What follows belongs to an exercise in optimizing a design on an open flow for small area and a short achievable clock period; a production flow would make more cautious choices. Only simulation tests tie the RTL to the original design; equivalence was not proved. Power figures rest on the tool's default switching activity, not on a simulated workload.

## run a
Design noc_mesh_top, start of the top module:
module noc_mesh_top #(
  parameter int unsigned MESH_ROWS    = 2,
  parameter int unsigned MESH_COLS    = 2,
  parameter int unsigned DATA_WIDTH   = 32,
  parameter int unsigned NUM_VC       = 2,
  parameter int unsigned BUFFER_DEPTH = 4
)(
  input  logic clk,
  input  logic rst_n,
  input  logic [MESH_ROWS*MESH_COLS*(DATA_WIDTH+19)-1:0] core_inject_flit,
  input  logic [MESH_ROWS*MESH_COLS-1:0]                 core_inject_valid,
  output logic [MESH_ROWS*MESH_COLS-1:0]                 core_inject_ready,
  output logic [MESH_ROWS*MESH_COLS*(DATA_WIDTH+19)-1:0] core_eject_flit,
  output logic [MESH_ROWS*MESH_COLS-1:0]                 core_eject_valid
);
Size in the first run: about 1,300 cells after synthesis, about 250 flip-flops, ~13,000 sq um of cells after synthesis.
==> module noc_mesh_top, before the edit <==
module noc_mesh_top #(
  parameter int unsigned MESH_ROWS    = 2,
  parameter int unsigned MESH_COLS    = 2,
  parameter int unsigned DATA_WIDTH   = 32,
  parameter int unsigned NUM_VC       = 2,
  parameter int unsigned BUFFER_DEPTH = 4
)(
  input  logic clk,
  input  logic rst_n,
  input  logic [MESH_ROWS*MESH_COLS*(DATA_WIDTH+19)-1:0] core_inject_flit,
  input  logic [MESH_ROWS*MESH_COLS-1:0]                 core_inject_valid,
  output logic [MESH_ROWS*MESH_COLS-1:0]                 core_inject_ready,
  output logic [MESH_ROWS*MESH_COLS*(DATA_WIDTH+19)-1:0] core_eject_flit,
  output logic [MESH_ROWS*MESH_COLS-1:0]                 core_eject_valid
);
  localparam int unsigned FW = DATA_WIDTH + 19;    
  localparam int unsigned N  = 4;
  localparam int unsigned SW = DATA_WIDTH + 9;     
  function automatic logic [3:0] rr_pick(input logic [3:0] r, input logic [3:0] p);
    rr_pick = '0;
    for (int s = 0; s < 4; s++) begin
      logic clear;
      clear = 1'b1;
      for (int q = 0; q < 4; q++)
        for (int k = 0; k < 4; k++)
          if (p[q] && k < ((s - q + 4) % 4) && r[(q + k) % 4]) clear = 1'b0;
      rr_pick[s] = r[s] && clear;
    end
  endfunction
  logic [N-1:0]      occ;           
  logic [2*N-1:0]    dst;           
  logic [N*SW-1:0]   dat;           
  logic [1:0]        pdst;          
  logic [SW-1:0]     pdat;
  logic [N-1:0]      prr;           
  logic [N*N-1:0]    win;           
  logic [N-1:0]      pe;            
  logic              pocc;          
  logic [N-1:0]      lost;          
  logic [N-1:0]      first;         
  logic [N-1:0]      parked;        
  logic [N-1:0]      ready;         
  always_comb begin : cur
    parked = lost & first;
    ready  = ~lost | first;
  end : cur
  assign core_inject_ready = ready;
  logic [N-1:0]   load;
  logic [N-1:0]   occ_n;
  logic [2*N-1:0] dst_n;
  logic           pocc_n;
  logic [1:0]     pdst_n;
  logic [SW-1:0]  pdat_n;
  logic [N-1:0]   prr_n;
  logic [N-1:0]   lost_n;
  logic [N-1:0]   first_n;
  logic [N*N-1:0] win_n;
  logic [N-1:0]   pe_n;
  always_comb begin : nxt
    load = ready & core_inject_valid;
    for (int s = 0; s < N; s++) begin
      occ_n[s]        = load[s] | (occ[s] & ~ready[s]);
      dst_n[2*s +: 2] = load[s] ? core_inject_flit[s*FW + DATA_WIDTH + 1 +: 2] : dst[2*s +: 2];
    end
    pocc_n = |parked;
    pdst_n = '0;
    pdat_n = '0;
    for (int s = 0; s < N; s++) begin
      pdst_n = pdst_n | ({2{parked[s]}} & dst[2*s +: 2]);
      pdat_n = pdat_n | ({SW{parked[s]}} & dat[s*SW +: SW]);
    end
    prr_n = (|parked) ? {parked[N-2:0], parked[N-1]} : prr;
    for (int d = 0; d < N; d++) begin
      logic [N-1:0] r;
      pe_n[d] = pocc_n && (pdst_n == 2'(d));
      for (int s = 0; s < N; s++)
        r[s] = occ_n[s] && (dst_n[2*s +: 2] == 2'(d));
      win_n[d*N +: N] = pe_n[d] ? 4'b0000 : rr_pick(r, prr_n);
    end
    for (int s = 0; s < N; s++)
      lost_n[s] = occ_n[s] & ~(win_n[0*N+s] | win_n[1*N+s] | win_n[2*N+s] | win_n[3*N+s]);
    for (int s = 0; s < N; s++) begin
      first_n[s] = 1'b0;
      for (int p = 0; p < N; p++) begin
        logic clear;
        clear = 1'b1;
        for (int k = 0; k < N; k++)
          if (k < ((s - p + N) % N) && lost_n[(p + k) % N]) clear = 1'b0;
        if (prr_n[p] && clear) first_n[s] = 1'b1;
      end
    end
  end : nxt
  always_ff @(posedge clk or negedge rst_n) begin : ctrl_regs
    if (!rst_n) begin
      occ    <= '0;
      prr    <= N'(1);
      lost   <= '0;
      pocc   <= 1'b0;
    end else begin
      occ    <= occ_n;
      prr    <= prr_n;
      lost   <= lost_n;
      pocc   <= pocc_n;
    end
  end : ctrl_regs
  always_ff @(posedge clk) begin : data_regs
    win   <= win_n;
    pe    <= pe_n;
    first <= first_n;
    for (int s = 0; s < N; s++)
      if (ready[s])
        dat[s*SW +: SW] <= {core_inject_flit[s*FW + DATA_WIDTH + 9 +: 8],
                            core_inject_flit[s*FW +: DATA_WIDTH + 1]};
    dst  <= dst_n;
    pdst <= pdst_n;
    pdat <= pdat_n;
  end : data_regs
  genvar gd;
  generate
    for (gd = 0; gd < N; gd = gd + 1) begin : gen_ej
      logic [SW-1:0] f;
      always_comb begin : ej_sel
        f = {SW{pe[gd]}} & pdat;
        for (int s = 0; s < N; s++)
          f = f | ({SW{win[gd*N+s]}} & dat[s*SW +: SW]);
      end : ej_sel
      assign core_eject_flit[gd*FW +: FW] = {2'b11, f[SW-1 -: 8], 8'(gd), f[DATA_WIDTH:0]};
      assign core_eject_valid[gd]         = (pe[gd] & pocc) | (|(win[gd*N +: N] & occ));
    end : gen_ej
  endgenerate
endmodule
clock: 10.0 ns
lec_check: 0
cap_margin: 20
core_margin: 2
core_utilization: 40
cts_buf_list: sky130_fd_sc_hd__clkbuf_16
cts_cluster_diameter: 70
cts_cluster_size: 30
slew_margin: 20
standard.sh (not shown) runs the stock make flow with config.mk's settings and CLKGATE_MAP_FILE= SYNTH_SCRIPT=/design/flow/synth_recipe.tcl, a recipe that flattens the netlist after the stock synthesis.
==> flow/flow/run.sh <==
#!/bin/bash
# Own layout flow: the standard flow (standard.sh), with
#  - the port buffers that buffer_ports inserts made the smallest
#    buffer (sky130 buf_1) instead of the tool's default pick;
#  - timing repair aiming at extra setup slack (SETUP_SLACK_MARGIN).
# Clock, constraints and all other steps are the standard ones; the
# tools' output goes to standard.log and ORFS's own logs.
set -e
cd "$(dirname "$0")/.."
export BUFFER_PORTS_ARGS="-buffer_cell sky130_fd_sc_hd__buf_1"
bash standard.sh SETUP_SLACK_MARGIN=6.0 finish > standard.log 2>&1
> inputs changed (run a -> run b)
--- a/flow/design.v
+++ b/flow/design.v
@@ -36,5 +36,4 @@
   logic [N*N-1:0]    win;           
   logic [N-1:0]      pe;            
-  logic              pocc;          
   logic [N-1:0]      lost;          
   logic [N-1:0]      first;         
@@ -42,4 +41,14 @@
   logic [N-1:0]      ready;         
   always_comb begin : cur
+    for (int s = 0; s < N; s++) begin
+      first[s] = 1'b0;
+      for (int p = 0; p < N; p++) begin
+        logic clear;
+        clear = 1'b1;
+        for (int k = 0; k < N; k++)
+          if (((p + k) % N) != s && k < ((s - p + N) % N) && lost[(p + k) % N]) clear = 1'b0;
+        if (prr[p] && clear) first[s] = 1'b1;
+      end
+    end
     parked = lost & first;
     ready  = ~lost | first;
@@ -54,5 +63,4 @@
   logic [N-1:0]   prr_n;
   logic [N-1:0]   lost_n;
-  logic [N-1:0]   first_n;
   logic [N*N-1:0] win_n;
   logic [N-1:0]   pe_n;
@@ -80,14 +88,4 @@
     for (int s = 0; s < N; s++)
       lost_n[s] = occ_n[s] & ~(win_n[0*N+s] | win_n[1*N+s] | win_n[2*N+s] | win_n[3*N+s]);
-    for (int s = 0; s < N; s++) begin
-      first_n[s] = 1'b0;
-      for (int p = 0; p < N; p++) begin
-        logic clear;
-        clear = 1'b1;
-        for (int k = 0; k < N; k++)
-          if (k < ((s - p + N) % N) && lost_n[(p + k) % N]) clear = 1'b0;
-        if (prr_n[p] && clear) first_n[s] = 1'b1;
-      end
-    end
   end : nxt
   always_ff @(posedge clk or negedge rst_n) begin : ctrl_regs
@@ -96,16 +94,15 @@
       prr    <= N'(1);
       lost   <= '0;
-      pocc   <= 1'b0;
+      win    <= '0;
+      pe     <= '0;
     end else begin
       occ    <= occ_n;
       prr    <= prr_n;
       lost   <= lost_n;
-      pocc   <= pocc_n;
+      win    <= win_n;
+      pe     <= pe_n;
     end
   end : ctrl_regs
   always_ff @(posedge clk) begin : data_regs
-    win   <= win_n;
-    pe    <= pe_n;
-    first <= first_n;
     for (int s = 0; s < N; s++)
       if (ready[s])
@@ -126,5 +123,5 @@
       end : ej_sel
       assign core_eject_flit[gd*FW +: FW] = {2'b11, f[SW-1 -: 8], 8'(gd), f[DATA_WIDTH:0]};
-      assign core_eject_valid[gd]         = (pe[gd] & pocc) | (|(win[gd*N +: N] & occ));
+      assign core_eject_valid[gd]         = pe[gd] | (|win[gd*N +: N]);
     end : gen_ej
   endgenerate
[summary]
- The flip-flop and latch count of run b falls short of that of run a by 5.
- Highest signal layer in the routed design: met4 -> run a, met5 -> run b
- Taking run a as the reference point, the clock-buffer cell count of run b falls by 8.7%.
- Going from run a to run b, total power higher; wire length of the first global-routing pass higher.
- Sort run a and run b by setup slack desc -> top: run a
- Fraction of power consumed by the clock network: lower on run b
- Compared with run a, run b shows final area that has gone up by a few percent.
- Maximum clock frequency: run a vs run b — no meaningful difference

-- afterwards: timing with drivers on the ports --
No port has a modelled driver above. Below, the same layouts with a new extraction and two added sets of constraints.
Step 1, drivers: a clkbuf_16 drives clk and a buf_2 each remaining input, both assumed.
Step 2, shift: input delay + t, output delay - t, t = (earliest + latest rising clock arrival at the registers) / 2. This alone moves slack from input paths to output paths.
a / b / c = no drivers / after step 1 / after step 2; a / b = the first two.
run | t (ns) | slack for setup (ns) | hold slack, ns | cell pins on the clock port's net
run a | 0.585 | 5.975 / 5.923 / 5.830 | 0.516 / 0.516 / 0.516 | 1
run b | 0.599 | 5.965 / 5.915 / 6.201 | 0.555 / 0.555 / 0.555 | 1
After both steps setup and hold are still met in every run listed. For run a, which loses most, drivers alone change the setup slack by -0.052 ns; drivers and shift together by -0.145 ns.
